Background: an optimization exercise with open tools, aiming at small area, a short achievable clock period and few clock cycles. Do not read the settings as production practice. Only simulation tests tie the RTL to the original design; equivalence was not proved. Power is estimated from default activity; no workload was simulated.

[design.v]
module cg_inv(input wire a, output wire y);
    assign y = ~a;
endmodule
module cg_xor2(input wire a, input wire b, output wire y);
    assign y = a ^ b;
endmodule
module cg_xnor2(input wire a, input wire b, output wire y);
    assign y = ~(a ^ b);
endmodule
module cg_and2(input wire a, input wire b, output wire y);
    assign y = a & b;
endmodule
module cg_nand2(input wire a, input wire b, output wire y);
    assign y = ~(a & b);
endmodule
module cg_nor2(input wire a, input wire b, output wire y);
    assign y = ~(a | b);
endmodule
module cg_nor2b(input wire a, input wire bn, output wire y);   
    assign y = ~(a | ~bn);
endmodule
module cg_a21oi(input wire a1, input wire a2, input wire b1, output wire y);
    assign y = ~((a1 & a2) | b1);
endmodule
module cg_o21ai(input wire a1, input wire a2, input wire b1, output wire y);
    assign y = ~((a1 | a2) & b1);
endmodule
module add32(
    input wire [31:0] a,
    input wire [31:0] b,
    input wire cin,
    output wire [31:0] sum,
    output wire cout,
    output wire [31:0] p,     
    output wire [31:0] g      
);
    cg_xor2 px0(.a(a[0]), .b(b[0]), .y(p[0]));
    cg_and2 gx0(.a(a[0]), .b(b[0]), .y(g[0]));
    cg_xor2 px1(.a(a[1]), .b(b[1]), .y(p[1]));
    cg_and2 gx1(.a(a[1]), .b(b[1]), .y(g[1]));
    cg_xor2 px2(.a(a[2]), .b(b[2]), .y(p[2]));
    cg_and2 gx2(.a(a[2]), .b(b[2]), .y(g[2]));
    cg_xor2 px3(.a(a[3]), .b(b[3]), .y(p[3]));
    cg_and2 gx3(.a(a[3]), .b(b[3]), .y(g[3]));
    cg_xor2 px4(.a(a[4]), .b(b[4]), .y(p[4]));
    cg_and2 gx4(.a(a[4]), .b(b[4]), .y(g[4]));
    cg_xor2 px5(.a(a[5]), .b(b[5]), .y(p[5]));
    cg_and2 gx5(.a(a[5]), .b(b[5]), .y(g[5]));
    cg_xor2 px6(.a(a[6]), .b(b[6]), .y(p[6]));
    cg_and2 gx6(.a(a[6]), .b(b[6]), .y(g[6]));
    cg_xor2 px7(.a(a[7]), .b(b[7]), .y(p[7]));
    cg_and2 gx7(.a(a[7]), .b(b[7]), .y(g[7]));
    cg_xor2 px8(.a(a[8]), .b(b[8]), .y(p[8]));
    cg_and2 gx8(.a(a[8]), .b(b[8]), .y(g[8]));
    cg_xor2 px9(.a(a[9]), .b(b[9]), .y(p[9]));
    cg_and2 gx9(.a(a[9]), .b(b[9]), .y(g[9]));
    cg_xor2 px10(.a(a[10]), .b(b[10]), .y(p[10]));
    cg_and2 gx10(.a(a[10]), .b(b[10]), .y(g[10]));
    cg_xor2 px11(.a(a[11]), .b(b[11]), .y(p[11]));
    cg_and2 gx11(.a(a[11]), .b(b[11]), .y(g[11]));
    cg_xor2 px12(.a(a[12]), .b(b[12]), .y(p[12]));
    cg_and2 gx12(.a(a[12]), .b(b[12]), .y(g[12]));
    cg_xor2 px13(.a(a[13]), .b(b[13]), .y(p[13]));
    cg_and2 gx13(.a(a[13]), .b(b[13]), .y(g[13]));
    cg_xor2 px14(.a(a[14]), .b(b[14]), .y(p[14]));
    cg_and2 gx14(.a(a[14]), .b(b[14]), .y(g[14]));
    cg_xor2 px15(.a(a[15]), .b(b[15]), .y(p[15]));
    cg_and2 gx15(.a(a[15]), .b(b[15]), .y(g[15]));
    cg_xor2 px16(.a(a[16]), .b(b[16]), .y(p[16]));
    cg_and2 gx16(.a(a[16]), .b(b[16]), .y(g[16]));
    cg_xor2 px17(.a(a[17]), .b(b[17]), .y(p[17]));
    cg_and2 gx17(.a(a[17]), .b(b[17]), .y(g[17]));
    cg_xor2 px18(.a(a[18]), .b(b[18]), .y(p[18]));
    cg_and2 gx18(.a(a[18]), .b(b[18]), .y(g[18]));
    cg_xor2 px19(.a(a[19]), .b(b[19]), .y(p[19]));
    cg_and2 gx19(.a(a[19]), .b(b[19]), .y(g[19]));
    cg_xor2 px20(.a(a[20]), .b(b[20]), .y(p[20]));
    cg_and2 gx20(.a(a[20]), .b(b[20]), .y(g[20]));
    cg_xor2 px21(.a(a[21]), .b(b[21]), .y(p[21]));
    cg_and2 gx21(.a(a[21]), .b(b[21]), .y(g[21]));
    cg_xor2 px22(.a(a[22]), .b(b[22]), .y(p[22]));
    cg_and2 gx22(.a(a[22]), .b(b[22]), .y(g[22]));
    cg_xor2 px23(.a(a[23]), .b(b[23]), .y(p[23]));
    cg_and2 gx23(.a(a[23]), .b(b[23]), .y(g[23]));
    cg_xor2 px24(.a(a[24]), .b(b[24]), .y(p[24]));
    cg_and2 gx24(.a(a[24]), .b(b[24]), .y(g[24]));
    cg_xor2 px25(.a(a[25]), .b(b[25]), .y(p[25]));
    cg_and2 gx25(.a(a[25]), .b(b[25]), .y(g[25]));
    cg_xor2 px26(.a(a[26]), .b(b[26]), .y(p[26]));
    cg_and2 gx26(.a(a[26]), .b(b[26]), .y(g[26]));
    cg_xor2 px27(.a(a[27]), .b(b[27]), .y(p[27]));
    cg_and2 gx27(.a(a[27]), .b(b[27]), .y(g[27]));
    cg_xor2 px28(.a(a[28]), .b(b[28]), .y(p[28]));
    cg_and2 gx28(.a(a[28]), .b(b[28]), .y(g[28]));
    cg_xor2 px29(.a(a[29]), .b(b[29]), .y(p[29]));
    cg_and2 gx29(.a(a[29]), .b(b[29]), .y(g[29]));
    cg_xor2 px30(.a(a[30]), .b(b[30]), .y(p[30]));
    cg_and2 gx30(.a(a[30]), .b(b[30]), .y(g[30]));
    cg_xor2 px31(.a(a[31]), .b(b[31]), .y(p[31]));
    cg_and2 gx31(.a(a[31]), .b(b[31]), .y(g[31]));
    wire n1;
    cg_a21oi u1(.a1(p[0]), .a2(cin), .b1(g[0]), .y(n1));
    wire n2;
    cg_a21oi u2(.a1(p[1]), .a2(g[0]), .b1(g[1]), .y(n2));
    wire n3;
    cg_nand2 u3(.a(p[1]), .b(p[0]), .y(n3));
    wire n4;
    cg_a21oi u4(.a1(p[2]), .a2(g[1]), .b1(g[2]), .y(n4));
    wire n5;
    cg_nand2 u5(.a(p[2]), .b(p[1]), .y(n5));
    wire n6;
    cg_a21oi u6(.a1(p[3]), .a2(g[2]), .b1(g[3]), .y(n6));
    wire n7;
    cg_nand2 u7(.a(p[3]), .b(p[2]), .y(n7));
    wire n8;
    cg_a21oi u8(.a1(p[4]), .a2(g[3]), .b1(g[4]), .y(n8));
    wire n9;
    cg_nand2 u9(.a(p[4]), .b(p[3]), .y(n9));
    wire n10;
    cg_a21oi u10(.a1(p[5]), .a2(g[4]), .b1(g[5]), .y(n10));
    wire n11;
    cg_nand2 u11(.a(p[5]), .b(p[4]), .y(n11));
    wire n12;
    cg_a21oi u12(.a1(p[6]), .a2(g[5]), .b1(g[6]), .y(n12));
    wire n13;
    cg_nand2 u13(.a(p[6]), .b(p[5]), .y(n13));
    wire n14;
    cg_a21oi u14(.a1(p[7]), .a2(g[6]), .b1(g[7]), .y(n14));
    wire n15;
    cg_nand2 u15(.a(p[7]), .b(p[6]), .y(n15));
    wire n16;
    cg_a21oi u16(.a1(p[8]), .a2(g[7]), .b1(g[8]), .y(n16));
    wire n17;
    cg_nand2 u17(.a(p[8]), .b(p[7]), .y(n17));
    wire n18;
    cg_a21oi u18(.a1(p[9]), .a2(g[8]), .b1(g[9]), .y(n18));
    wire n19;
    cg_nand2 u19(.a(p[9]), .b(p[8]), .y(n19));
    wire n20;
    cg_a21oi u20(.a1(p[10]), .a2(g[9]), .b1(g[10]), .y(n20));
    wire n21;
    cg_nand2 u21(.a(p[10]), .b(p[9]), .y(n21));
    wire n22;
    cg_a21oi u22(.a1(p[11]), .a2(g[10]), .b1(g[11]), .y(n22));
    wire n23;
    cg_nand2 u23(.a(p[11]), .b(p[10]), .y(n23));
    wire n24;
    cg_a21oi u24(.a1(p[12]), .a2(g[11]), .b1(g[12]), .y(n24));
    wire n25;
    cg_nand2 u25(.a(p[12]), .b(p[11]), .y(n25));
    wire n26;
    cg_a21oi u26(.a1(p[13]), .a2(g[12]), .b1(g[13]), .y(n26));
    wire n27;
    cg_nand2 u27(.a(p[13]), .b(p[12]), .y(n27));
    wire n28;
    cg_a21oi u28(.a1(p[14]), .a2(g[13]), .b1(g[14]), .y(n28));
    wire n29;
    cg_nand2 u29(.a(p[14]), .b(p[13]), .y(n29));
    wire n30;
    cg_a21oi u30(.a1(p[15]), .a2(g[14]), .b1(g[15]), .y(n30));
    wire n31;
    cg_nand2 u31(.a(p[15]), .b(p[14]), .y(n31));
    wire n32;
    cg_a21oi u32(.a1(p[16]), .a2(g[15]), .b1(g[16]), .y(n32));
    wire n33;
    cg_nand2 u33(.a(p[16]), .b(p[15]), .y(n33));
    wire n34;
    cg_a21oi u34(.a1(p[17]), .a2(g[16]), .b1(g[17]), .y(n34));
    wire n35;
    cg_nand2 u35(.a(p[17]), .b(p[16]), .y(n35));
    wire n36;
    cg_a21oi u36(.a1(p[18]), .a2(g[17]), .b1(g[18]), .y(n36));
    wire n37;
    cg_nand2 u37(.a(p[18]), .b(p[17]), .y(n37));
    wire n38;
    cg_a21oi u38(.a1(p[19]), .a2(g[18]), .b1(g[19]), .y(n38));
    wire n39;
    cg_nand2 u39(.a(p[19]), .b(p[18]), .y(n39));
    wire n40;
    cg_a21oi u40(.a1(p[20]), .a2(g[19]), .b1(g[20]), .y(n40));
    wire n41;
    cg_nand2 u41(.a(p[20]), .b(p[19]), .y(n41));
    wire n42;
    cg_a21oi u42(.a1(p[21]), .a2(g[20]), .b1(g[21]), .y(n42));
    wire n43;
    cg_nand2 u43(.a(p[21]), .b(p[20]), .y(n43));
    wire n44;
    cg_a21oi u44(.a1(p[22]), .a2(g[21]), .b1(g[22]), .y(n44));
    wire n45;
    cg_nand2 u45(.a(p[22]), .b(p[21]), .y(n45));
    wire n46;
    cg_a21oi u46(.a1(p[23]), .a2(g[22]), .b1(g[23]), .y(n46));
    wire n47;
    cg_nand2 u47(.a(p[23]), .b(p[22]), .y(n47));
    wire n48;
    cg_a21oi u48(.a1(p[24]), .a2(g[23]), .b1(g[24]), .y(n48));
    wire n49;
    cg_nand2 u49(.a(p[24]), .b(p[23]), .y(n49));
    wire n50;
    cg_a21oi u50(.a1(p[25]), .a2(g[24]), .b1(g[25]), .y(n50));
    wire n51;
    cg_nand2 u51(.a(p[25]), .b(p[24]), .y(n51));
    wire n52;
    cg_a21oi u52(.a1(p[26]), .a2(g[25]), .b1(g[26]), .y(n52));
    wire n53;
    cg_nand2 u53(.a(p[26]), .b(p[25]), .y(n53));
    wire n54;
    cg_a21oi u54(.a1(p[27]), .a2(g[26]), .b1(g[27]), .y(n54));
    wire n55;
    cg_nand2 u55(.a(p[27]), .b(p[26]), .y(n55));
    wire n56;
    cg_a21oi u56(.a1(p[28]), .a2(g[27]), .b1(g[28]), .y(n56));
    wire n57;
    cg_nand2 u57(.a(p[28]), .b(p[27]), .y(n57));
    wire n58;
    cg_a21oi u58(.a1(p[29]), .a2(g[28]), .b1(g[29]), .y(n58));
    wire n59;
    cg_nand2 u59(.a(p[29]), .b(p[28]), .y(n59));
    wire n60;
    cg_a21oi u60(.a1(p[30]), .a2(g[29]), .b1(g[30]), .y(n60));
    wire n61;
    cg_nand2 u61(.a(p[30]), .b(p[29]), .y(n61));
    wire n62;
    cg_a21oi u62(.a1(p[31]), .a2(g[30]), .b1(g[31]), .y(n62));
    wire n63;
    cg_nand2 u63(.a(p[31]), .b(p[30]), .y(n63));
    wire n64;
    cg_inv u64(.a(cin), .y(n64));
    wire n65;
    cg_o21ai u65(.a1(n3), .a2(n64), .b1(n2), .y(n65));
    wire n66;
    cg_o21ai u66(.a1(n5), .a2(n1), .b1(n4), .y(n66));
    wire n67;
    cg_o21ai u67(.a1(n7), .a2(n2), .b1(n6), .y(n67));
    wire n68;
    cg_nor2 u68(.a(n7), .b(n3), .y(n68));
    wire n69;
    cg_o21ai u69(.a1(n9), .a2(n4), .b1(n8), .y(n69));
    wire n70;
    cg_nor2 u70(.a(n9), .b(n5), .y(n70));
    wire n71;
    cg_o21ai u71(.a1(n11), .a2(n6), .b1(n10), .y(n71));
    wire n72;
    cg_nor2 u72(.a(n11), .b(n7), .y(n72));
    wire n73;
    cg_o21ai u73(.a1(n13), .a2(n8), .b1(n12), .y(n73));
    wire n74;
    cg_nor2 u74(.a(n13), .b(n9), .y(n74));
    wire n75;
    cg_o21ai u75(.a1(n15), .a2(n10), .b1(n14), .y(n75));
    wire n76;
    cg_nor2 u76(.a(n15), .b(n11), .y(n76));
    wire n77;
    cg_o21ai u77(.a1(n17), .a2(n12), .b1(n16), .y(n77));
    wire n78;
    cg_nor2 u78(.a(n17), .b(n13), .y(n78));
    wire n79;
    cg_o21ai u79(.a1(n19), .a2(n14), .b1(n18), .y(n79));
    wire n80;
    cg_nor2 u80(.a(n19), .b(n15), .y(n80));
    wire n81;
    cg_o21ai u81(.a1(n21), .a2(n16), .b1(n20), .y(n81));
    wire n82;
    cg_nor2 u82(.a(n21), .b(n17), .y(n82));
    wire n83;
    cg_o21ai u83(.a1(n23), .a2(n18), .b1(n22), .y(n83));
    wire n84;
    cg_nor2 u84(.a(n23), .b(n19), .y(n84));
    wire n85;
    cg_o21ai u85(.a1(n25), .a2(n20), .b1(n24), .y(n85));
    wire n86;
    cg_nor2 u86(.a(n25), .b(n21), .y(n86));
    wire n87;
    cg_o21ai u87(.a1(n27), .a2(n22), .b1(n26), .y(n87));
    wire n88;
    cg_nor2 u88(.a(n27), .b(n23), .y(n88));
    wire n89;
    cg_o21ai u89(.a1(n29), .a2(n24), .b1(n28), .y(n89));
    wire n90;
    cg_nor2 u90(.a(n29), .b(n25), .y(n90));
    wire n91;
    cg_o21ai u91(.a1(n31), .a2(n26), .b1(n30), .y(n91));
    wire n92;
    cg_nor2 u92(.a(n31), .b(n27), .y(n92));
    wire n93;
    cg_o21ai u93(.a1(n33), .a2(n28), .b1(n32), .y(n93));
    wire n94;
    cg_nor2 u94(.a(n33), .b(n29), .y(n94));
    wire n95;
    cg_o21ai u95(.a1(n35), .a2(n30), .b1(n34), .y(n95));
    wire n96;
    cg_nor2 u96(.a(n35), .b(n31), .y(n96));
    wire n97;
    cg_o21ai u97(.a1(n37), .a2(n32), .b1(n36), .y(n97));
    wire n98;
    cg_nor2 u98(.a(n37), .b(n33), .y(n98));
    wire n99;
    cg_o21ai u99(.a1(n39), .a2(n34), .b1(n38), .y(n99));
    wire n100;
    cg_nor2 u100(.a(n39), .b(n35), .y(n100));
    wire n101;
    cg_o21ai u101(.a1(n41), .a2(n36), .b1(n40), .y(n101));
    wire n102;
    cg_nor2 u102(.a(n41), .b(n37), .y(n102));
    wire n103;
    cg_o21ai u103(.a1(n43), .a2(n38), .b1(n42), .y(n103));
    wire n104;
    cg_nor2 u104(.a(n43), .b(n39), .y(n104));
    wire n105;
    cg_o21ai u105(.a1(n45), .a2(n40), .b1(n44), .y(n105));
    wire n106;
    cg_nor2 u106(.a(n45), .b(n41), .y(n106));
    wire n107;
    cg_o21ai u107(.a1(n47), .a2(n42), .b1(n46), .y(n107));
    wire n108;
    cg_nor2 u108(.a(n47), .b(n43), .y(n108));
    wire n109;
    cg_o21ai u109(.a1(n49), .a2(n44), .b1(n48), .y(n109));
    wire n110;
    cg_nor2 u110(.a(n49), .b(n45), .y(n110));
    wire n111;
    cg_o21ai u111(.a1(n51), .a2(n46), .b1(n50), .y(n111));
    wire n112;
    cg_nor2 u112(.a(n51), .b(n47), .y(n112));
    wire n113;
    cg_o21ai u113(.a1(n53), .a2(n48), .b1(n52), .y(n113));
    wire n114;
    cg_nor2 u114(.a(n53), .b(n49), .y(n114));
    wire n115;
    cg_o21ai u115(.a1(n55), .a2(n50), .b1(n54), .y(n115));
    wire n116;
    cg_nor2 u116(.a(n55), .b(n51), .y(n116));
    wire n117;
    cg_o21ai u117(.a1(n57), .a2(n52), .b1(n56), .y(n117));
    wire n118;
    cg_nor2 u118(.a(n57), .b(n53), .y(n118));
    wire n119;
    cg_o21ai u119(.a1(n59), .a2(n54), .b1(n58), .y(n119));
    wire n120;
    cg_nor2 u120(.a(n59), .b(n55), .y(n120));
    wire n121;
    cg_o21ai u121(.a1(n61), .a2(n56), .b1(n60), .y(n121));
    wire n122;
    cg_nor2 u122(.a(n61), .b(n57), .y(n122));
    wire n123;
    cg_o21ai u123(.a1(n63), .a2(n58), .b1(n62), .y(n123));
    wire n124;
    cg_nor2 u124(.a(n63), .b(n59), .y(n124));
    wire n125;
    cg_a21oi u125(.a1(n68), .a2(cin), .b1(n67), .y(n125));
    wire n126;
    cg_inv u126(.a(n1), .y(n126));
    wire n127;
    cg_a21oi u127(.a1(n70), .a2(n126), .b1(n69), .y(n127));
    wire n128;
    cg_a21oi u128(.a1(n72), .a2(n65), .b1(n71), .y(n128));
    wire n129;
    cg_a21oi u129(.a1(n74), .a2(n66), .b1(n73), .y(n129));
    wire n130;
    cg_a21oi u130(.a1(n76), .a2(n67), .b1(n75), .y(n130));
    wire n131;
    cg_nand2 u131(.a(n76), .b(n68), .y(n131));
    wire n132;
    cg_a21oi u132(.a1(n78), .a2(n69), .b1(n77), .y(n132));
    wire n133;
    cg_nand2 u133(.a(n78), .b(n70), .y(n133));
    wire n134;
    cg_a21oi u134(.a1(n80), .a2(n71), .b1(n79), .y(n134));
    wire n135;
    cg_nand2 u135(.a(n80), .b(n72), .y(n135));
    wire n136;
    cg_a21oi u136(.a1(n82), .a2(n73), .b1(n81), .y(n136));
    wire n137;
    cg_nand2 u137(.a(n82), .b(n74), .y(n137));
    wire n138;
    cg_a21oi u138(.a1(n84), .a2(n75), .b1(n83), .y(n138));
    wire n139;
    cg_nand2 u139(.a(n84), .b(n76), .y(n139));
    wire n140;
    cg_a21oi u140(.a1(n86), .a2(n77), .b1(n85), .y(n140));
    wire n141;
    cg_nand2 u141(.a(n86), .b(n78), .y(n141));
    wire n142;
    cg_a21oi u142(.a1(n88), .a2(n79), .b1(n87), .y(n142));
    wire n143;
    cg_nand2 u143(.a(n88), .b(n80), .y(n143));
    wire n144;
    cg_a21oi u144(.a1(n90), .a2(n81), .b1(n89), .y(n144));
    wire n145;
    cg_nand2 u145(.a(n90), .b(n82), .y(n145));
    wire n146;
    cg_a21oi u146(.a1(n92), .a2(n83), .b1(n91), .y(n146));
    wire n147;
    cg_nand2 u147(.a(n92), .b(n84), .y(n147));
    wire n148;
    cg_a21oi u148(.a1(n94), .a2(n85), .b1(n93), .y(n148));
    wire n149;
    cg_nand2 u149(.a(n94), .b(n86), .y(n149));
    wire n150;
    cg_a21oi u150(.a1(n96), .a2(n87), .b1(n95), .y(n150));
    wire n151;
    cg_nand2 u151(.a(n96), .b(n88), .y(n151));
    wire n152;
    cg_a21oi u152(.a1(n98), .a2(n89), .b1(n97), .y(n152));
    wire n153;
    cg_nand2 u153(.a(n98), .b(n90), .y(n153));
    wire n154;
    cg_a21oi u154(.a1(n100), .a2(n91), .b1(n99), .y(n154));
    wire n155;
    cg_nand2 u155(.a(n100), .b(n92), .y(n155));
    wire n156;
    cg_a21oi u156(.a1(n102), .a2(n93), .b1(n101), .y(n156));
    wire n157;
    cg_nand2 u157(.a(n102), .b(n94), .y(n157));
    wire n158;
    cg_a21oi u158(.a1(n104), .a2(n95), .b1(n103), .y(n158));
    wire n159;
    cg_nand2 u159(.a(n104), .b(n96), .y(n159));
    wire n160;
    cg_a21oi u160(.a1(n106), .a2(n97), .b1(n105), .y(n160));
    wire n161;
    cg_nand2 u161(.a(n106), .b(n98), .y(n161));
    wire n162;
    cg_a21oi u162(.a1(n108), .a2(n99), .b1(n107), .y(n162));
    wire n163;
    cg_nand2 u163(.a(n108), .b(n100), .y(n163));
    wire n164;
    cg_a21oi u164(.a1(n110), .a2(n101), .b1(n109), .y(n164));
    wire n165;
    cg_nand2 u165(.a(n110), .b(n102), .y(n165));
    wire n166;
    cg_a21oi u166(.a1(n112), .a2(n103), .b1(n111), .y(n166));
    wire n167;
    cg_nand2 u167(.a(n112), .b(n104), .y(n167));
    wire n168;
    cg_a21oi u168(.a1(n114), .a2(n105), .b1(n113), .y(n168));
    wire n169;
    cg_nand2 u169(.a(n114), .b(n106), .y(n169));
    wire n170;
    cg_a21oi u170(.a1(n116), .a2(n107), .b1(n115), .y(n170));
    wire n171;
    cg_nand2 u171(.a(n116), .b(n108), .y(n171));
    wire n172;
    cg_a21oi u172(.a1(n118), .a2(n109), .b1(n117), .y(n172));
    wire n173;
    cg_nand2 u173(.a(n118), .b(n110), .y(n173));
    wire n174;
    cg_a21oi u174(.a1(n120), .a2(n111), .b1(n119), .y(n174));
    wire n175;
    cg_nand2 u175(.a(n120), .b(n112), .y(n175));
    wire n176;
    cg_a21oi u176(.a1(n122), .a2(n113), .b1(n121), .y(n176));
    wire n177;
    cg_nand2 u177(.a(n122), .b(n114), .y(n177));
    wire n178;
    cg_a21oi u178(.a1(n124), .a2(n115), .b1(n123), .y(n178));
    wire n179;
    cg_nand2 u179(.a(n124), .b(n116), .y(n179));
    wire n180;
    cg_o21ai u180(.a1(n131), .a2(n64), .b1(n130), .y(n180));
    wire n181;
    cg_o21ai u181(.a1(n133), .a2(n1), .b1(n132), .y(n181));
    wire n182;
    cg_inv u182(.a(n65), .y(n182));
    wire n183;
    cg_o21ai u183(.a1(n135), .a2(n182), .b1(n134), .y(n183));
    wire n184;
    cg_inv u184(.a(n66), .y(n184));
    wire n185;
    cg_o21ai u185(.a1(n137), .a2(n184), .b1(n136), .y(n185));
    wire n186;
    cg_o21ai u186(.a1(n139), .a2(n125), .b1(n138), .y(n186));
    wire n187;
    cg_o21ai u187(.a1(n141), .a2(n127), .b1(n140), .y(n187));
    wire n188;
    cg_o21ai u188(.a1(n143), .a2(n128), .b1(n142), .y(n188));
    wire n189;
    cg_o21ai u189(.a1(n145), .a2(n129), .b1(n144), .y(n189));
    wire n190;
    cg_o21ai u190(.a1(n147), .a2(n130), .b1(n146), .y(n190));
    wire n191;
    cg_nor2 u191(.a(n147), .b(n131), .y(n191));
    wire n192;
    cg_o21ai u192(.a1(n149), .a2(n132), .b1(n148), .y(n192));
    wire n193;
    cg_nor2 u193(.a(n149), .b(n133), .y(n193));
    wire n194;
    cg_o21ai u194(.a1(n151), .a2(n134), .b1(n150), .y(n194));
    wire n195;
    cg_nor2 u195(.a(n151), .b(n135), .y(n195));
    wire n196;
    cg_o21ai u196(.a1(n153), .a2(n136), .b1(n152), .y(n196));
    wire n197;
    cg_nor2 u197(.a(n153), .b(n137), .y(n197));
    wire n198;
    cg_o21ai u198(.a1(n155), .a2(n138), .b1(n154), .y(n198));
    wire n199;
    cg_nor2 u199(.a(n155), .b(n139), .y(n199));
    wire n200;
    cg_o21ai u200(.a1(n157), .a2(n140), .b1(n156), .y(n200));
    wire n201;
    cg_nor2 u201(.a(n157), .b(n141), .y(n201));
    wire n202;
    cg_o21ai u202(.a1(n159), .a2(n142), .b1(n158), .y(n202));
    wire n203;
    cg_nor2 u203(.a(n159), .b(n143), .y(n203));
    wire n204;
    cg_o21ai u204(.a1(n161), .a2(n144), .b1(n160), .y(n204));
    wire n205;
    cg_nor2 u205(.a(n161), .b(n145), .y(n205));
    wire n206;
    cg_o21ai u206(.a1(n163), .a2(n146), .b1(n162), .y(n206));
    wire n207;
    cg_nor2 u207(.a(n163), .b(n147), .y(n207));
    wire n208;
    cg_o21ai u208(.a1(n165), .a2(n148), .b1(n164), .y(n208));
    wire n209;
    cg_nor2 u209(.a(n165), .b(n149), .y(n209));
    wire n210;
    cg_o21ai u210(.a1(n167), .a2(n150), .b1(n166), .y(n210));
    wire n211;
    cg_nor2 u211(.a(n167), .b(n151), .y(n211));
    wire n212;
    cg_o21ai u212(.a1(n169), .a2(n152), .b1(n168), .y(n212));
    wire n213;
    cg_nor2 u213(.a(n169), .b(n153), .y(n213));
    wire n214;
    cg_o21ai u214(.a1(n171), .a2(n154), .b1(n170), .y(n214));
    wire n215;
    cg_nor2 u215(.a(n171), .b(n155), .y(n215));
    wire n216;
    cg_o21ai u216(.a1(n173), .a2(n156), .b1(n172), .y(n216));
    wire n217;
    cg_nor2 u217(.a(n173), .b(n157), .y(n217));
    wire n218;
    cg_o21ai u218(.a1(n175), .a2(n158), .b1(n174), .y(n218));
    wire n219;
    cg_nor2 u219(.a(n175), .b(n159), .y(n219));
    wire n220;
    cg_o21ai u220(.a1(n177), .a2(n160), .b1(n176), .y(n220));
    wire n221;
    cg_nor2 u221(.a(n177), .b(n161), .y(n221));
    wire n222;
    cg_o21ai u222(.a1(n179), .a2(n162), .b1(n178), .y(n222));
    wire n223;
    cg_nor2 u223(.a(n179), .b(n163), .y(n223));
    wire n224;
    cg_a21oi u224(.a1(n191), .a2(cin), .b1(n190), .y(n224));
    wire n225;
    cg_a21oi u225(.a1(n193), .a2(n126), .b1(n192), .y(n225));
    wire n226;
    cg_a21oi u226(.a1(n195), .a2(n65), .b1(n194), .y(n226));
    wire n227;
    cg_a21oi u227(.a1(n197), .a2(n66), .b1(n196), .y(n227));
    wire n228;
    cg_inv u228(.a(n125), .y(n228));
    wire n229;
    cg_a21oi u229(.a1(n199), .a2(n228), .b1(n198), .y(n229));
    wire n230;
    cg_inv u230(.a(n127), .y(n230));
    wire n231;
    cg_a21oi u231(.a1(n201), .a2(n230), .b1(n200), .y(n231));
    wire n232;
    cg_inv u232(.a(n128), .y(n232));
    wire n233;
    cg_a21oi u233(.a1(n203), .a2(n232), .b1(n202), .y(n233));
    wire n234;
    cg_inv u234(.a(n129), .y(n234));
    wire n235;
    cg_a21oi u235(.a1(n205), .a2(n234), .b1(n204), .y(n235));
    wire n236;
    cg_a21oi u236(.a1(n207), .a2(n180), .b1(n206), .y(n236));
    wire n237;
    cg_a21oi u237(.a1(n209), .a2(n181), .b1(n208), .y(n237));
    wire n238;
    cg_a21oi u238(.a1(n211), .a2(n183), .b1(n210), .y(n238));
    wire n239;
    cg_a21oi u239(.a1(n213), .a2(n185), .b1(n212), .y(n239));
    wire n240;
    cg_a21oi u240(.a1(n215), .a2(n186), .b1(n214), .y(n240));
    wire n241;
    cg_a21oi u241(.a1(n217), .a2(n187), .b1(n216), .y(n241));
    wire n242;
    cg_a21oi u242(.a1(n219), .a2(n188), .b1(n218), .y(n242));
    wire n243;
    cg_a21oi u243(.a1(n221), .a2(n189), .b1(n220), .y(n243));
    wire n244;
    cg_a21oi u244(.a1(n223), .a2(n190), .b1(n222), .y(n244));
    wire n245;
    cg_nand2 u245(.a(n223), .b(n191), .y(n245));
    wire n246;
    cg_o21ai u246(.a1(n245), .a2(n64), .b1(n244), .y(n246));
    cg_xor2 sx0(.a(p[0]), .b(cin), .y(sum[0]));
    cg_xnor2 sx1(.a(p[1]), .b(n1), .y(sum[1]));
    cg_xor2 sx2(.a(p[2]), .b(n65), .y(sum[2]));
    cg_xor2 sx3(.a(p[3]), .b(n66), .y(sum[3]));
    cg_xnor2 sx4(.a(p[4]), .b(n125), .y(sum[4]));
    cg_xnor2 sx5(.a(p[5]), .b(n127), .y(sum[5]));
    cg_xnor2 sx6(.a(p[6]), .b(n128), .y(sum[6]));
    cg_xnor2 sx7(.a(p[7]), .b(n129), .y(sum[7]));
    cg_xor2 sx8(.a(p[8]), .b(n180), .y(sum[8]));
    cg_xor2 sx9(.a(p[9]), .b(n181), .y(sum[9]));
    cg_xor2 sx10(.a(p[10]), .b(n183), .y(sum[10]));
    cg_xor2 sx11(.a(p[11]), .b(n185), .y(sum[11]));
    cg_xor2 sx12(.a(p[12]), .b(n186), .y(sum[12]));
    cg_xor2 sx13(.a(p[13]), .b(n187), .y(sum[13]));
    cg_xor2 sx14(.a(p[14]), .b(n188), .y(sum[14]));
    cg_xor2 sx15(.a(p[15]), .b(n189), .y(sum[15]));
    cg_xnor2 sx16(.a(p[16]), .b(n224), .y(sum[16]));
    cg_xnor2 sx17(.a(p[17]), .b(n225), .y(sum[17]));
    cg_xnor2 sx18(.a(p[18]), .b(n226), .y(sum[18]));
    cg_xnor2 sx19(.a(p[19]), .b(n227), .y(sum[19]));
    cg_xnor2 sx20(.a(p[20]), .b(n229), .y(sum[20]));
    cg_xnor2 sx21(.a(p[21]), .b(n231), .y(sum[21]));
    cg_xnor2 sx22(.a(p[22]), .b(n233), .y(sum[22]));
    cg_xnor2 sx23(.a(p[23]), .b(n235), .y(sum[23]));
    cg_xnor2 sx24(.a(p[24]), .b(n236), .y(sum[24]));
    cg_xnor2 sx25(.a(p[25]), .b(n237), .y(sum[25]));
    cg_xnor2 sx26(.a(p[26]), .b(n238), .y(sum[26]));
    cg_xnor2 sx27(.a(p[27]), .b(n239), .y(sum[27]));
    cg_xnor2 sx28(.a(p[28]), .b(n240), .y(sum[28]));
    cg_xnor2 sx29(.a(p[29]), .b(n241), .y(sum[29]));
    cg_xnor2 sx30(.a(p[30]), .b(n242), .y(sum[30]));
    cg_xnor2 sx31(.a(p[31]), .b(n243), .y(sum[31]));
    assign cout = n246;
endmodule
module sh_mux2i(input wire s, input wire a1, input wire a0, output wire y);
    assign y = ~(s ? a1 : a0);
endmodule
module sh_right32(
    input wire [31:0] a,
    input wire left,
    input wire fill,         
    input wire [4:0] amt,
    output wire [31:0] y
);
    wire [31:0] st [0:5];
    genvar i, k;
    generate
        for (i = 0; i < 32; i = i + 1) begin : in_
            sh_mux2i m(.s(left), .a1(a[31 - i]), .a0(a[i]), .y(st[0][i]));
        end
        for (k = 0; k < 5; k = k + 1) begin : stage
            wire f = (k % 2 == 0) ? ~fill : fill;
            for (i = 0; i < 32; i = i + 1) begin : b_
                if (i + (1 << k) < 32) begin : m
                    sh_mux2i m(.s(amt[k]), .a1(st[k][i + (1 << k)]), .a0(st[k][i]), .y(st[k+1][i]));
                end else begin : e
                    sh_mux2i m(.s(amt[k]), .a1(f), .a0(st[k][i]), .y(st[k+1][i]));
                end
            end
        end
    endgenerate
    assign y = st[5];
endmodule
module ex_alu(
    input wire [(32-1):0] a,
    input wire [(32-1):0] b,
    input wire sub,           
    input wire arith,         
    input wire left,          
    output wire [(32-1):0] sum,
    output wire [(32-1):0] x,      
    output wire [(32-1):0] n,      
    output wire [(32-1):0] shl,
    output wire [(32-1):0] shr,
    output wire lt_s,         
    output wire lt_u          
);
    wire cout;
    add32 add(.a(a), .b(b), .cin(sub), .sum(sum), .cout(cout), .p(x), .g(n));
    assign lt_u = ~cout;
    assign lt_s = (a[31] ^ b[31]) ? sum[31] : a[31];
    wire [31:0] sh_out;
    sh_right32 sh(.a(a), .left(left), .fill(arith & ~left & a[31]), .amt(b[4:0]), .y(sh_out));
    reg [31:0] sh_rev;
    integer i;
    always @(*) begin
        for (i = 0; i < 32; i = i + 1) sh_rev[i] = sh_out[31 - i];
    end
    assign shl = sh_rev;
    assign shr = sh_out;
endmodule
module br_group(input wire [3:0] a, input wire [3:0] b, output wire lt, output wire eq);
    assign eq = (a == b);
    assign lt = (a < b);
endmodule
module br_pre(
    input wire [(32-1):0] a,
    input wire [(32-1):0] b,
    output wire [7:0] lt,      
    output wire [7:0] eq,      
    output wire lt7s           
);
    genvar k;
    generate for (k = 0; k < 8; k = k + 1) begin : g
        br_group u(.a(a[4*k+3:4*k]), .b(b[4*k+3:4*k]), .lt(lt[k]), .eq(eq[k]));
    end endgenerate
    br_group us(.a({~a[31], a[30:28]}), .b({~b[31], b[30:28]}), .lt(lt7s), .eq());
endmodule
module br_merge(
    input wire [7:0] lt,
    input wire [7:0] eq,
    input wire lt7s,
    output wire eq_all,
    output wire lt_u,
    output wire lt_s
);
    wire l10 = lt[1] | (eq[1] & lt[0]);
    wire e10 = eq[1] & eq[0];
    wire l32 = lt[3] | (eq[3] & lt[2]);
    wire e32 = eq[3] & eq[2];
    wire l54 = lt[5] | (eq[5] & lt[4]);
    wire e54 = eq[5] & eq[4];
    wire l30 = l32 | (e32 & l10);
    wire e30 = e32 & e10;
    wire l64 = lt[6] | (eq[6] & l54);
    wire e64 = eq[6] & e54;
    wire l60 = l64 | (e64 & l30);
    wire e60 = e64 & e30;
    assign eq_all = eq[7] & e60;
    assign lt_u = lt[7] | (eq[7] & l60);
    assign lt_s = lt7s | (eq[7] & l60);
endmodule
module rf_aoi222(input wire a1, a2, b1, b2, c1, c2, output wire y);
    assign y = ~((a1 & a2) | (b1 & b2) | (c1 & c2));
endmodule
module rf_nand2(input wire a, b, output wire y);
    assign y = ~(a & b);
endmodule
module rf_or11n(input wire [10:0] a, output wire y);
    assign y = ~&a;
endmodule
module rf_wmux(input wire s, sn, a, b, output wire y);
    assign y = (s & a) | (sn & b);
endmodule
module rf_read(input wire [31:1] sel, input wire [32*31-1:0] q, output wire [31:0] y);
    genvar b, g;
    generate for (b = 0; b < 32; b = b + 1) begin : bit_
        wire [10:0] t;
        for (g = 0; g < 10; g = g + 1) begin : grp
            rf_aoi222 u(.a1(sel[3*g+1]), .a2(q[32*(3*g+0) + b]),
                        .b1(sel[3*g+2]), .b2(q[32*(3*g+1) + b]),
                        .c1(sel[3*g+3]), .c2(q[32*(3*g+2) + b]),
                        .y(t[g]));
        end
        rf_nand2 u31(.a(sel[31]), .b(q[32*30 + b]), .y(t[10]));
        rf_or11n o(.a(t), .y(y[b]));
    end endgenerate
endmodule
module registers(
    input wire clk,
    input wire [4:0] rs1_addr,
    input wire [4:0] rs2_addr,
    input wire [4:0] rd_addr,
    input wire [(32-1):0] rd_data,
    input wire rd_en,
    output wire [(32-1):0] rs1_out,
    output wire [(32-1):0] rs2_out
);
    reg [32*31-1:0] q;      
    wire [32*31-1:0] d;
    wire [31:1] sel1, sel2, we;
    genvar i, b;
    generate for (i = 1; i < 32; i = i + 1) begin : reg_
        assign sel1[i] = (rs1_addr == i);
        assign sel2[i] = (rs2_addr == i);
        assign we[i] = rd_en & (rd_addr == i);
        for (b = 0; b < 32; b = b + 1) begin : bit_
            rf_wmux m(.s(we[i]), .sn(~we[i]), .a(rd_data[b]), .b(q[32*(i-1) + b]), .y(d[32*(i-1) + b]));
        end
    end endgenerate
    always @(posedge clk)
        q <= d;
    rf_read p1(.sel(sel1), .q(q), .y(rs1_out));
    rf_read p2(.sel(sel2), .q(q), .y(rs2_out));
endmodule
module inst_fetch #(parameter W = 8) (
    input wire jump,           
    input wire c_beq, c_bne, c_blt, c_bge, c_bltu, c_bgeu,   
    input wire eq, lt_s, lt_u,
    input wire [W-1:0] target,
    input wire [W-1:0] seq,
    output wire [W-1:0] pc
);
    wire taken = jump |
                 (eq ? c_beq : c_bne) |
                 (lt_s ? c_blt : c_bge) |
                 (lt_u ? c_bltu : c_bgeu);
    assign pc = taken ? target : seq;
endmodule
module cpu_pipeline(
    input wire clk,
    input wire rst_n,
    output wire ibus_req,
    output wire [(32-1):0] ibus_addr,
    input wire [(32-1):0] ibus_rdata,
    input wire ibus_ready,
    output wire dbus_req,
    output wire dbus_we,
    output wire [(32-1):0] dbus_addr,
    output wire [(32-1):0] dbus_wdata,
    output wire [1:0] dbus_size,
    input wire [(32-1):0] dbus_rdata,
    input wire dbus_ready
);
    reg ex_valid;
    reg [31:0] ex_rs1;
    reg [31:0] ex_b;     
    reg ex_sub;
    reg [31:0] ex_imm;
    reg [4:0] ex_rd;
    reg [2:0] ex_f3;
    reg ex_f7;           
    reg ex_wr;           
    reg ex_lui, ex_auipc, ex_jal, ex_jalr, ex_br, ex_ld, ex_st, ex_opimm, ex_op;
    reg [7:0] ex_clt, ex_ceq;   
    reg ex_clt7s;
    reg ex_base_pc;      
    reg ex_base_rs;      
    reg [31:2] fetch_q;
    wire [31:2] seq_pc = fetch_q + {29'd0, ex_valid};
    wire [31:0] wb_data;
    wire [31:2] fetch_pc;
    wire ex_mem = ex_ld | ex_st;
    wire replay = ex_valid & ex_mem & ~dbus_ready;
    wire accept = ibus_ready & ~replay;
    assign ibus_addr = {fetch_pc, 2'b00};
    assign ibus_req = ~replay;
    always @(posedge clk or negedge rst_n) begin
        if (!rst_n)
            fetch_q <= 30'd0;
        else if (!replay)
            fetch_q <= fetch_pc;
    end
    wire [31:0] inst = ibus_rdata;
    wire [6:0] opc = inst[6:0];
    wire d_lui   = (opc == 7'b0110111);
    wire d_auipc = (opc == 7'b0010111);
    wire d_jal   = (opc == 7'b1101111);
    wire d_jalr  = (opc == 7'b1100111);
    wire d_br    = (opc == 7'b1100011);
    wire d_ld    = (opc == 7'b0000011);
    wire d_st    = (opc == 7'b0100011);
    wire d_opimm = (opc == 7'b0010011);
    wire d_op    = (opc == 7'b0110011);
    wire d_wr = (d_lui | d_auipc | d_jal | d_jalr | d_ld | d_opimm | d_op) & (inst[11:7] != 5'd0);
    wire d_sub = ((d_op | d_opimm) & (inst[14:13] == 2'b01)) |
                 (d_op & inst[30] & (inst[14:12] == 3'b000));
    wire [31:0] imm_i = {{20{inst[31]}}, inst[31:20]};
    wire [31:0] imm_s = {{20{inst[31]}}, inst[31:25], inst[11:7]};
    wire [31:0] imm_b = {{19{inst[31]}}, inst[31], inst[7], inst[30:25], inst[11:8], 1'b0};
    wire [31:0] imm_j = {{11{inst[31]}}, inst[31], inst[19:12], inst[20], inst[30:21], 1'b0};
    wire [31:0] imm_u = {inst[31:12], 12'd0};
    wire [31:0] imm = d_st ? imm_s :
                      d_br ? imm_b :
                      d_jal ? imm_j :
                      (d_lui | d_auipc) ? imm_u : imm_i;
    wire [4:0] rs1 = inst[19:15];
    wire [4:0] rs2 = inst[24:20];
    wire [31:0] rf_rs1, rf_rs2;
    wire wb_en = ex_valid & ex_wr;
    registers registers(
        .clk(clk),
        .rs1_addr(rs1),
        .rs2_addr(rs2),
        .rd_addr(ex_rd),
        .rd_data(wb_data),
        .rd_en(wb_en & ~replay),
        .rs1_out(rf_rs1),
        .rs2_out(rf_rs2)
    );
    wire fwd1 = wb_en & (ex_rd == rs1);
    wire fwd2 = wb_en & (ex_rd == rs2);
    wire [31:0] rs1v = fwd1 ? wb_data : rf_rs1;
    wire [31:0] rs2v = fwd2 ? wb_data : rf_rs2;
    wire [7:0] d_clt, d_ceq;
    wire d_clt7s;
    br_pre br_pre(.a(rs1v), .b(rs2v), .lt(d_clt), .eq(d_ceq), .lt7s(d_clt7s));
    always @(posedge clk or negedge rst_n) begin
        if (!rst_n)
            ex_valid <= 1'b0;
        else
            ex_valid <= accept;
    end
    always @(posedge clk) begin
        ex_rs1 <= rs1v;
        ex_b <= {32{d_sub}} ^ (d_opimm ? imm_i : rs2v);
        ex_sub <= d_sub;
        ex_imm <= imm;
        ex_rd <= inst[11:7];
        ex_f3 <= inst[14:12];
        ex_f7 <= inst[30];
        ex_wr <= d_wr;
        ex_lui <= d_lui;
        ex_auipc <= d_auipc;
        ex_jal <= d_jal;
        ex_jalr <= d_jalr;
        ex_br <= d_br;
        ex_ld <= d_ld;
        ex_st <= d_st;
        ex_opimm <= d_opimm;
        ex_op <= d_op;
        ex_clt <= d_clt;
        ex_ceq <= d_ceq;
        ex_clt7s <= d_clt7s;
        ex_base_pc <= d_br | d_jal | d_auipc;
        ex_base_rs <= d_ld | d_st | d_jalr;
    end
    wire [31:0] sum, x, n, shl, shr;
    wire alu_lts, alu_ltu;
    ex_alu alu(
        .a(ex_rs1),
        .b(ex_b),
        .sub(ex_sub),
        .arith(ex_f7),
        .left(ex_f3 == 3'b001),
        .sum(sum),
        .x(x),
        .n(n),
        .shl(shl),
        .shr(shr),
        .lt_s(alu_lts),
        .lt_u(alu_ltu)
    );
    wire [31:0] base = ({32{ex_base_pc}} & {fetch_q, 2'b00}) | ({32{ex_base_rs}} & ex_rs1);
    wire [31:0] agu;
    add32 agu_add(.a(base), .b(ex_imm), .cin(1'b0), .sum(agu), .cout(), .p(), .g());
    wire eq, lt_u, lt_s;
    br_merge br_merge(
        .lt(ex_clt),
        .eq(ex_ceq),
        .lt7s(ex_clt7s),
        .eq_all(eq),
        .lt_u(lt_u),
        .lt_s(lt_s)
    );
    wire exb = ex_valid & ex_br;
    wire c_beq  = exb & (ex_f3 == 3'b000);
    wire c_bne  = exb & (ex_f3 == 3'b001);
    wire c_blt  = exb & (ex_f3 == 3'b100);
    wire c_bge  = exb & (ex_f3 == 3'b101);
    wire c_bltu = exb & (ex_f3 == 3'b110);
    wire c_bgeu = exb & (ex_f3 == 3'b111);
    wire jump = ex_valid & (ex_jal | ex_jalr);
    genvar gs;
    generate for (gs = 0; gs < 4; gs = gs + 1) begin : fsel
        localparam integer LO = 2 + 8 * gs;
        localparam integer W = (gs == 3) ? 6 : 8;
        inst_fetch #(.W(W)) f(
            .jump(jump),
            .c_beq(c_beq), .c_bne(c_bne), .c_blt(c_blt), .c_bge(c_bge),
            .c_bltu(c_bltu), .c_bgeu(c_bgeu),
            .eq(eq), .lt_s(lt_s), .lt_u(lt_u),
            .target(agu[LO+W-1:LO]),
            .seq(seq_pc[LO+W-1:LO]),
            .pc(fetch_pc[LO+W-1:LO])
        );
    end endgenerate
    wire [31:0] ld_data;
    assign ld_data[7:0] = dbus_rdata[7:0];
    assign ld_data[15:8] = (ex_f3 == 3'b000) ? {8{dbus_rdata[7]}} : dbus_rdata[15:8];
    assign ld_data[31:16] = (ex_f3 == 3'b000) ? {16{dbus_rdata[7]}} :
                            (ex_f3 == 3'b001) ? {16{dbus_rdata[15]}} : dbus_rdata[31:16];
    wire ex_alu_op = ex_opimm | ex_op;
    wire s_sum  = ex_alu_op & (ex_f3 == 3'b000);
    wire s_sll  = ex_alu_op & (ex_f3 == 3'b001);
    wire s_slt  = ex_alu_op & (ex_f3 == 3'b010);
    wire s_sltu = ex_alu_op & (ex_f3 == 3'b011);
    wire s_sr   = ex_alu_op & (ex_f3 == 3'b101);
    wire s_x    = ex_alu_op & ((ex_f3 == 3'b100) | (ex_f3 == 3'b110));   
    wire s_n    = ex_alu_op & ((ex_f3 == 3'b110) | (ex_f3 == 3'b111));   
    wire s_link = ex_jal | ex_jalr;
    assign wb_data = ({32{s_sum}} & sum) |
                     ({32{s_sll}} & shl) |
                     ({32{s_sr}} & shr) |
                     ({32{s_x}} & x) |
                     ({32{s_n}} & n) |
                     {31'd0, (s_slt & alu_lts) | (s_sltu & alu_ltu)} |
                     ({32{ex_ld}} & ld_data) |
                     ({32{s_link}} & {seq_pc, 2'b00}) |
                     ({32{ex_lui}} & ex_imm) |
                     ({32{ex_auipc}} & agu);
    assign dbus_req = ex_valid & ex_mem;
    assign dbus_we = ex_st;
    assign dbus_addr = agu;
    assign dbus_wdata = ex_b;
    assign dbus_size = {~ex_f3[1] & ex_f3[0], ~ex_f3[1] & ~ex_f3[0]};
endmodule
[flow/run.sh]
#!/bin/bash
# Layout flow: the standard flow (standard.sh), with every input and
# output port buffered by buf_2 cells instead of the buffer cell that
# buffer_ports picks by default. Its full output goes to standard.log.
set -e
export BUFFER_PORTS_ARGS="-buffer_cell sky130_fd_sc_hd__buf_2"
bash standard.sh > standard.log 2>&1
[standard.sh]
#!/bin/bash
# synth_recipe.tcl (not shown) runs the flow's synth.tcl, then flattens the netlist and writes it again
# the make line also repeats each setting of config.mk as NAME=value (left out here)
make -C /OpenROAD-flow-scripts/flow DESIGN_CONFIG=/design/flow/config.mk WORK_HOME=/design/flow/orfs CLKGATE_MAP_FILE= SYNTH_SCRIPT=/design/flow/synth_recipe.tcl "${@:-finish}"
[config.mk]
export PLATFORM = sky130hd
export DESIGN_NAME = cpu_pipeline
export DESIGN_NICKNAME = cpu_pipeline
export VERILOG_FILES = /design/flow/design.v
export SDC_FILE = /design/flow/constraint.sdc
export NUM_CORES = 8
export LEC_CHECK = 0
export CAP_MARGIN = 30
export CORE_MARGIN = 2
export CORE_UTILIZATION = 40
export CTS_CLUSTER_DIAMETER = 120
export CTS_CLUSTER_SIZE = 22
export SETUP_SLACK_MARGIN = 3.25
export SLEW_MARGIN = 20
export SYNTH_HIERARCHICAL = 1
export SYNTH_MINIMUM_KEEP_SIZE = 0
[constraint.sdc]
create_clock -name core_clock -period 8.0 [get_ports {clk}]
set_input_delay 1.6000 -clock core_clock [delete_from_list [all_inputs] [get_ports {clk}]]
set_output_delay 1.6000 -clock core_clock [all_outputs]
set_load 0.01 [all_outputs]
==> qor.yml, run 1 <==
clocking:
  cts_root_buf: "clkbuf_16"
  worst_skew_pair.late_latency_ns: 0.77
  ctsHtreeMaxLevel: 2
  quantity_of_hold_fixing_buffers_added_after_cts: 0
  cts_tree: "done"
  cts_made_buffers: 60
  clkTransAtPathRegs_ns: 0.10
  cts-root-to-sink-buffers: 3
  clkSinkCount: 1158
timing:
  timing.slew.headroom_pct: 23.7
  postLayoutSetupSlackWorst_ns: 2.99
  number_of_max_slew_violations_in_the_final_report: 0
  worst_pin_slew_ns: 1.13
  rsz0062_at_grt: "true"
  report.final.hold_viol_count: 0
  period_share_pct: 62.7
  setup-violations-final: 0
  max_freq_mhz: 199
  finalClockSkew_ns: 0.0609
  final.min_clock_period_ns: 5.01
  setup-tns-final_ns: 0
worst_setup_path:
  timing.critical_path.slowest_cell_delay_ns: 0.40
  setup.worst_path.start_class: "flop"
  critical-path-slowest-cell: "dfxtp_4"
  worst-endpoint-arrival_ns: 3.41
  critical_path.endpoint_type: "output port"
  path_cells: "buf_4 -> a22o_2 -> xor2_4 -> nand2_2 -> nor2_2 -> nand2_1 -> nor2_1 -> a21oi_2 -> xnor2_2 -> mux2_4 -> buf_6"
  worstPathMaxFanout: 10
  worst_r2r_path_depth: 19
  worstSetupPathType: "reg -> out"
  worst_ep_required_time_ns: 6.40
die:
  fp.dieH_um: 375
  initial_standard_cell_utilization_of_the_core_pct: 40.2
  overall_die_area_sq_mm: 0.141
  top_level_ports: 169
  core_area_sq_mm: 0.137
  die_width_um: 375
  core.rowCount: 136
logic_synthesis:
  syn-mean-instance-area_sq_um: 10.5
  synth_cells: 5243
  ys.warnings.count: 10
  synth_area_sq_mm: 0.0550
grt:
  grt.overflow.total: 0
  number_of_antenna_violations_at_the_first_check_in_global_routing: 58
  grt_first_pass_wirelength_mm: 417
  pin_count_of_the_biggest_net_entering_global_routing: 45
  global_route.usage.total_pct: 41.0
  first_global_vias: 51875
detailed_routing:
  drt-initial-drc-count: 14175
  routed_wirelength_mm: 307
  drc_errors: 0
  postRouteAntennaNets: 0
  detailroute.via_count: 57729
  firstDrtPassIters: 17
  routed_wire_length_per_instance_um: 40.8
  avgViaCountPerCell: 7.68
pwr:
  p_leak_nw: 24.3
  power.density_cell_area_mw_per_mm2: 167
  worst_ir_drop_vdd_v: 0.000206
worst_hold_path:
  worst_hold_path_type: "reg -> reg"
  hold-path-cell-count: 1
finish:
  flow.area_growth_from_synthesis_pct: 19.8
  drive_gt1_share_pct: 23.7
  layout_commonest_cell: "dfxtp_1"
  fin_nets: 5800
  n_fill_cell: 12366
  post-route-util_pct: 48.1
  final_cell_mix: "dfxtp_1, a22o_1, a222oi_1, buf_4, nand2_1"
placement:
  port_buffers: 166
  placement.setup.worst_slack_ns: 1.87
  dpl.hpwl_mm: 203
  gp_congestion: 1.07
status:
  run_status: "no timing/DRC/antenna violations"
flow_run:
  maxCapViolations: 0
## path summary, 6_finish.rpt
path | to | slack [ns] | from
min in group asynchronous | fetch_q[7]$_DFFE_PN0N_ | 0.98 | rst_n
hold reg to reg | registers.q[974]$_DFF_P_ | 0.50 | registers.q[974]$_DFF_P_
setup / recovery | ibus_addr[21] | 2.99 | ex_base_pc$_DFF_P_
hold / removal | registers.q[974]$_DFF_P_ | 0.50 | registers.q[974]$_DFF_P_
setup reg to reg | ex_clt[4]$_DFF_P_ | 3.15 | ex_base_pc$_DFF_P_
max in group asynchronous | fetch_q[10]$_DFFE_PN0N_ | 6.39 | rst_n
## worst max-delay path, delay by kind of cell (launching register included)
kind | cells | cell delay [ns]
and+or+nand+nor | 4 | 0.71
DFF | 1 | 0.40
xor gates and xnor gates | 2 | 0.46
muxes | 1 | 0.32
buffers and inverters | 2 | 0.33
AOI/OAI and AO/OA | 2 | 0.44
## report_power, final
part	switching, mW	total, mW	internal (mW)
logic	0.875	1.44	0.566
registers	0.236	6.12	5.88
clock network	2.06	3.45	1.39
## final cells by class
cell class | count | area [sq um] | share of cell area [%]
timing repair buffer | 513 | 4270 | 6.48
antenna | 20 | 50.0 | 0.0759
inverter | 100 | 379 | 0.575
timing repair inverter | 1 | 5.00 | 0.00759
clock buffer | 64 | 1540 | 2.33
clock inverter | 7 | 119 | 0.180
tap | 1794 | 2240 | 3.40
multi-input combinational | 3860 | 33900 | 51.4
sequential | 1158 | 23400 | 35.5
## layer usage
metal	wire, um	share of wire, %	vias up	track usage, %
met5	271	0.088	-	0
met3	44500	14	1205	13.8
met2	126000	41	5278	59.2
met4	25900	8.4	38	26.9
met1	111000	36	28202	51.8
li1	-	-	23006	-
## state kept, by name, summed over array words and instances, names as in the netlist, 3 cells and up
register and count:
ex_rs1 32, ex_f3 3, ex_clt 8, registers.q 992, ex_ceq 8, ex_imm 32, ex_rd 5, ex_b 32
fetch_q 30
## metrics by stage
step	cell area [sq um]	hold slack [ns]	total power [mW]	std cells
floorplan	55200	0.460	6.75	5249
global placement	59700	0.473	7.30	7254
detailed placement	60200	0.477	7.31	7281
CTS	64200	0.504	10.8	7436
global route	65900	0.513	11.2	7500
finish	65900	0.504	11.0	7517
## timing repair
item,in CTS,in global routing
endpoints found under the hold margin,0,0
cloned,6,3
resized for setup,331,229
endpoints found under the setup margin,788,140
buffers inserted,78,54
pin swaps,76,77
Testbench counts, summed over its fixed seeds: cycles 77,558.
==> run 2: changes to the inputs <==
--- a/config.mk
+++ b/config.mk
@@ -8,9 +8,10 @@
 export CAP_MARGIN = 30
 export CORE_MARGIN = 2
 export CORE_UTILIZATION = 40
-export CTS_CLUSTER_DIAMETER = 120
-export CTS_CLUSTER_SIZE = 22
-export SETUP_SLACK_MARGIN = 3.25
+export CTS_CLUSTER_DIAMETER = 130
+export CTS_CLUSTER_SIZE = 24
+export PLACE_DENSITY = 0.75
+export SETUP_SLACK_MARGIN = 3.0
 export SLEW_MARGIN = 20
 export SYNTH_HIERARCHICAL = 1
 export SYNTH_MINIMUM_KEEP_SIZE = 0
==> run 2 against run 1 <==
  * Critical path type is now reg -> reg
  * Sequential share of layout area is 1.6 points higher
  * Still clean
  * Cell count is 1.7% lower
  * Register-to-register slack worse by 0.18 ns
  * Synthesized cell count stayed put
==> qor.yml, run 2 <==
status:
  run_status: "no timing/DRC/antenna violations"  # unchanged
finish:
  flow.area_growth_from_synthesis_pct: 14.5  # was 19.8%
  final_cell_mix: "dfxtp_1, a22o_1, a222oi_1, nand2_1, mux2i_1"  # was dfxtp_1, a22o_1, a222oi_1, buf_4, nand2_1
  fin_nets: 5662  # was 5,800
  largest_reg_flops: 992  # unchanged
  regMostFlops: "registers.q"  # unchanged
  layout_commonest_cell: "dfxtp_1"  # unchanged
  post-route-util_pct: 46.0  # was 48.1%
  finalInstanceArea_sq_mm: 0.0630  # was 0.0659 sq mm
  n_fill_cell: 12652  # was 12,366
  drive_gt1_share_pct: 19.2  # was 23.7%
  finalNonFillerCells: 7388  # was 7,517
clocking:
  cts-root-to-sink-buffers: 3  # unchanged
  cts_made_buffers: 55  # was 60
  cts_tree: "done"  # unchanged
  clkSinkCount: 1158  # unchanged
  clkTransAtPathRegs_ns: 0.10  # about the same
  ctsHtreeMaxLevel: 2  # unchanged
  quantity_of_hold_fixing_buffers_added_after_cts: 0  # unchanged
  worst_skew_pair.late_latency_ns: 0.72  # was 0.77 ns
  cts_root_buf: "clkbuf_16"  # unchanged
detailed_routing:
  postRouteAntennaNets: 0  # unchanged
  drt-initial-drc-count: 14374  # was 14,175
  avgViaCountPerCell: 7.67  # was 7.68
  routed_wirelength_mm: 281  # was 307 mm
  firstDrtPassIters: 15  # was 17
  detailroute.via_count: 56691  # was 57,729
  routed_wire_length_per_instance_um: 38.0  # was 40.8 um
  drc_errors: 0  # unchanged
worst_setup_path:
  critical-path-slowest-cell: "a222oi_1"  # was dfxtp_4
  worstPathMaxFanout: 25  # was 10
  worst_ep_required_time_ns: 8.67  # was 6.40 ns
  worst_path_most_repeated_cell: "mux2i_1"
  worstSetupPathType: "reg -> reg"  # was reg -> out
  worst_r2r_path_depth: 16  # was 19
  timing.critical_path.slowest_cell_delay_ns: 0.70  # was 0.40 ns
  cp.buffers_inverters: 2  # unchanged
  setup.worst_path.start_class: "flop"  # unchanged
  critical_path.endpoint_type: "flop"  # was output port
  cp_num_cells: 16  # was 11
  worst-endpoint-arrival_ns: 5.69  # was 3.41 ns
  timing.critical_path.max_delay_family: "multiplexers"  # was simple AND/OR/NAND/NOR gates
  path_cells: "buf_8 -> nand2b_2 -> nor2_4 -> buf_12 -> mux2i_1 -> mux2i_1 -> mux2i_1 -> mux2i_1 -> mux2i_1 -> mux2i_1 -> a222oi_1 -> o2111ai_4 -> mux2_2 -> ha_1 -> a21oi_1 -> o21a_1"  # was buf_4 -> a22o_2 -> xor2_4 -> nand2_2 -> nor2_2 -> nand2_1 -> nor2_1 -> a21oi_2 -> xnor2_2 -> mux2_4 -> buf_6
die:
  core.rowCount: 136  # unchanged
  core_area_sq_mm: 0.137  # unchanged
  die_width_um: 375  # unchanged
  overall_die_area_sq_mm: 0.141  # unchanged
  top_level_ports: 169  # unchanged
  fp.dieH_um: 375  # unchanged
  initial_standard_cell_utilization_of_the_core_pct: 40.2  # unchanged
timing:
  finalClockSkew_ns: 0.0311  # was 0.0609 ns
  worst_pin_slew_ns: 1.24  # was 1.13 ns
  number_of_max_slew_violations_in_the_final_report: 0  # unchanged
  setup-tns-final_ns: 0  # unchanged
  setup-violations-final: 0  # unchanged
  max_freq_mhz: 199  # about the same
  timing.slew.headroom_pct: 17.2  # was 23.7%
  rsz0062_at_grt: "true"  # unchanged
  final.min_clock_period_ns: 5.03  # was 5.01 ns
  fin_worst_hold_slack_ns: 0.504  # about the same
  report.final.hold_viol_count: 0  # unchanged
  period_share_pct: 62.8  # was 62.7%
  postLayoutSetupSlackWorst_ns: 2.97  # was 2.99 ns
placement:
  port_buffers: 166  # unchanged
  place_area_sq_mm: 0.0597  # was 0.0602 sq mm
  dpl.hpwl_mm: 180  # was 203 mm
  numPlacedInstances: 7250  # was 7,281
  placement.setup.worst_slack_ns: 2.16  # was 1.87 ns
  gp_congestion: 1.10  # was 1.07
grt:
  pin_count_of_the_biggest_net_entering_global_routing: 45  # unchanged
  first_global_vias: 52617  # was 51,875
  number_of_antenna_violations_at_the_first_check_in_global_routing: 44  # was 58
  grt_first_pass_wirelength_mm: 392  # was 417 mm
  grt.overflow.total: 0  # unchanged
  global_route.usage.total_pct: 37.8  # was 41.0%
logic_synthesis:
  ys.warnings.count: 10  # unchanged
  syn-mean-instance-area_sq_um: 10.5  # unchanged
  synth_area_sq_mm: 0.0550  # unchanged
  synth_cells: 5243  # unchanged
pwr:
  worst_ir_drop_vdd_v: 0.000189  # was 0.000206 V
  cellInternalPower_mw: 7.62  # was 7.84 mW
  p_leak_nw: 23.1  # was 24.3 nW
  power_frac_comb_pct: 11.1  # was 13.1%
  power.density_cell_area_mw_per_mm2: 168  # was 167 mW/mm^2
  net-switching-power_mw: 2.94  # was 3.17 mW
  share_clk_of_total_power_pct: 31.2  # was 31.3%
  swShare_pct: 27.9  # was 28.8%
  post-layout-total-power_mw: 10.6  # was 11.0 mW
  seqPwrFrac_pct: 57.8  # was 55.6%
worst_hold_path:
  worst_hold_path_type: "reg -> reg"  # unchanged
  hold-path-cell-count: 1  # unchanged
flow_run:
  maxCapViolations: 0  # unchanged
==> run 2: timing repair <==
| action | in CTS | in global routing |
|---|---|---|
| setup buffers | 9 | 26 |
| pin swaps | 12 | 29 |
| gates resized for setup | 144 | 117 |
| endpoints found under the setup margin | 333 | 56 |
| gates cloned | 4 | 1 |
==> run 2: power by group through the flow <==
stage                     combinational (mW)  clock [mW]  sequential (mW)
after floorplan                        0.634           0             6.11
after global placement                  1.03           0             6.20
after detailed placement                1.04           0             6.21
after CTS                               1.08        3.27             6.08
after global routing                    1.19        3.47             6.11
final                                   1.17        3.29             6.10
==> run 2: worst register-to-register path, cell delays in order (launching register included) <==
cell,delay [ns]
dfxtp_1,0.36
buf_8,0.22
nand2b_2,0.19
nor2_4,0.23
buf_12,0.21
mux2i_1,0.31
mux2i_1,0.16
mux2i_1,0.35
mux2i_1,0.22
mux2i_1,0.27
mux2i_1,0.16
a222oi_1,0.70
o2111ai_4,0.50
mux2_2,0.48
ha_1,0.34
a21oi_1,0.17
o21a_1,0.15
==> run 2: path summary, 6_finish.rpt <==
path	slack, ns	from	to
worst min-delay path	0.50	registers.q[540]$_DFF_P_	registers.q[540]$_DFF_P_
min in group asynchronous	0.98	rst_n	fetch_q[5]$_DFFE_PN0N_
worst min register to register	0.50	registers.q[540]$_DFF_P_	registers.q[540]$_DFF_P_
max in group asynchronous	6.35	rst_n	ex_valid$_DFF_PN0_
worst max-delay path	2.97	ex_f3[0]$_DFF_P_	ex_clt[1]$_DFF_P_
worst max register to register	2.97	ex_f3[0]$_DFF_P_	ex_clt[1]$_DFF_P_
==> run 2: per-layer routing <==
layer | track usage, % | wire (um) | vias to the layer above
li1 | - | - | 22734
met2 | 55.4 | 116000 | 5270
met5 | 0.343 | 245 | -
met3 | 14.2 | 41400 | 1361
met1 | 44.5 | 95300 | 27292
met4 | 29.0 | 28100 | 34
==> run 2: cell type report <==
type / count / area, sq um / share of cell area, %
clock inverter: 3 / 56.3 / 0.0894
sequential: 1158 / 23400 / 37.1
inverter: 100 / 379 / 0.602
antenna: 31 / 77.6 / 0.123
timing repair buffer: 382 / 2930 / 4.65
tap: 1794 / 2240 / 3.56
timing repair inverter: 1 / 5.00 / 0.00794
multi-input combinational: 3858 / 32400 / 51.5
clock buffer: 61 / 1480 / 2.36
==> run 3: changes to the inputs <==
--- a/config.mk
+++ b/config.mk
@@ -10,7 +10,6 @@
 export CORE_UTILIZATION = 40
 export CTS_CLUSTER_DIAMETER = 130
 export CTS_CLUSTER_SIZE = 24
-export PLACE_DENSITY = 0.75
 export SETUP_SLACK_MARGIN = 3.0
 export SLEW_MARGIN = 20
 export SYNTH_HIERARCHICAL = 1
==> run 3 against run 2 <==
  * Worst setup slack improved by 0.029 ns
  * Still clean
  * Core utilization increased by 0.40 points
  * Critical path depth decreased by 4
  * Via count decreased by 0.53%
  * Largest power group unchanged
  * Synthesized cell count unchanged
  * First-iteration DRC count decreased by 3.9%
==> qor.yml, run 3 <==
timing:
  timing.slew.headroom_pct: 24.2  # was 17.2%
  number_of_max_slew_violations_in_the_final_report: 0  # unchanged
  setup-violations-final: 0  # unchanged
  period_share_pct: 62.5  # was 62.8%
  setup-tns-final_ns: 0  # unchanged
  worst_pin_slew_ns: 1.13  # was 1.24 ns
  finalClockSkew_ns: 0.0348  # was 0.0311 ns
  final.min_clock_period_ns: 5.00  # was 5.03 ns
clocking:
  clkSinkCount: 1158  # unchanged
  ctsHtreeMaxLevel: 2  # unchanged
  cts-root-to-sink-buffers: 3  # unchanged
  cts_tree: "done"  # unchanged
  cts_root_buf: "clkbuf_16"  # unchanged
  cts_made_buffers: 54  # was 55
finish:
  flow.area_growth_from_synthesis_pct: 15.5  # was 14.5%
  largest_reg_flops: 992  # unchanged
  fin_nets: 5702  # was 5,662
  final_cell_mix: "dfxtp_1, a22o_1, a222oi_1, nand2_1, buf_4"  # was dfxtp_1, a22o_1, a222oi_1, nand2_1, mux2i_1
  post-route-util_pct: 46.4  # was 46.0%
die:
  core.rowCount: 136  # unchanged
  top_level_ports: 169  # unchanged
  fp.dieH_um: 375  # unchanged
  core_area_sq_mm: 0.137  # unchanged
  die_width_um: 375  # unchanged
pwr:
  worst_ir_drop_vdd_v: 0.000186  # was 0.000189 V
  net-switching-power_mw: 3.00  # was 2.94 mW
  swShare_pct: 28.3  # was 27.9%
  power_frac_comb_pct: 11.5  # was 11.1%
  cellInternalPower_mw: 7.60  # was 7.62 mW
worst_setup_path:
  worst_ep_required_time_ns: 8.63  # was 8.67 ns
  critical_path.endpoint_type: "flop"  # unchanged
  worstPathMaxFanout: 32  # was 25
  worstSetupPathType: "in -> reg"  # was reg -> reg
  setup.worst_path.start_class: "input pin"  # was flop
  worst-endpoint-arrival_ns: 5.63  # was 5.69 ns
  critical-path-slowest-cell: "nand4_1"  # was a222oi_1
  timing.critical_path.slowest_cell_delay_ns: 0.73  # was 0.70 ns
detailed_routing:
  detailroute.via_count: 56391  # was 56,691
  drt-initial-drc-count: 13813  # was 14,374
  firstDrtPassIters: 15  # unchanged
  drc_errors: 0  # unchanged
logic_synthesis:
  synth_cells: 5243  # unchanged
  ys.warnings.count: 10  # unchanged
  syn-mean-instance-area_sq_um: 10.5  # unchanged
flow_run:
  maxCapViolations: 0  # unchanged
placement:
  dpl.hpwl_mm: 197  # was 180 mm
grt:
  number_of_antenna_violations_at_the_first_check_in_global_routing: 58  # was 44
  grt_first_pass_wirelength_mm: 407  # was 392 mm
status:
  run_status: "no timing/DRC/antenna violations"  # unchanged
## run 3: stage by stage
stage / instances / setup WS [ns] / hold slack [ns] / area [sq um]
global route: 7402 / 2.93 / 0.518 / 63500
global placement: 7245 / 2.06 / 0.472 / 59500
floorplan: 5249 / 2.93 / 0.460 / 55100
CTS: 7369 / 3.00 / 0.504 / 62500
finish: 7425 / 3.00 / 0.504 / 63500
detailed placement: 7266 / 2.19 / 0.477 / 59900
## run 3: final cells by class
class | instances | area, sq um
antenna | 30 | 75.1
clock buffer | 59 | 1430
clock inverter | 2 | 46.3
fill | 12752 | 73400
inverter | 100 | 379
multi-input combinational | 3856 | 32700
sequential | 1158 | 23400
tap | 1794 | 2240
timing repair buffer | 425 | 3260
timing repair inverter | 1 | 5.00
## run 3: timing repair
item / CTS / global route
pin swaps: 17 / 25
buffers inserted: 40 / 17
gates resized for setup: 158 / 137
setup endpoints to repair: 300 / 87
gates cloned: 2 / 2
## run 3: worst register-to-register path, delay by kind of cell (launching register included)
family,cells,cell delay (ns)
xor gates and xnor gates,2,0.91
muxes,1,0.39
adders and majority gates,1,0.30
AOI/OAI and AO/OA,5,1.25
buffers and inverters,1,0.29
and+or+nand+nor,5,1.12
DFF,1,0.59
## run 3: power by group through the flow
stage / sequential (mW) / combinational [mW] / clock (mW)
global placement: 6.21 / 1.05 / 0
detailed placement: 6.21 / 1.06 / 0
CTS: 6.09 / 1.11 / 3.28
floorplan: 6.11 / 0.634 / 0
global route: 6.12 / 1.24 / 3.46
finish: 6.11 / 1.22 / 3.27
## run 3: final timing paths
check                                              start                  endpoint  slack [ns]  cells after the start
worst min register to register  registers.q[983]$_DFF_P_  registers.q[983]$_DFF_P_        0.50                      1
worst max-delay path                      ibus_rdata[16]         ex_clt[2]$_DFF_P_        3.00                     12
worst max register to register          ex_b[13]$_DFF_P_         ex_clt[4]$_DFF_P_        3.05                     15
max in group asynchronous                          rst_n   fetch_q[25]$_DFFE_PN0N_        6.42                      1
worst min-delay path            registers.q[983]$_DFF_P_  registers.q[983]$_DFF_P_        0.50                      1
min in group asynchronous                          rst_n    fetch_q[9]$_DFFE_PN0N_        0.98                      1
## run 3: routing by layer
| metal | GRT usage (%) | share of wire (%) | wire (um) |
|---|---|---|---|
| met1 | 49.7 | 37 | 109000 |
| met2 | 58.1 | 41 | 123000 |
| met3 | 13.8 | 14 | 41600 |
| met4 | 25.1 | 7.4 | 21900 |
| met5 | 0.720 | 0.090 | 267 |
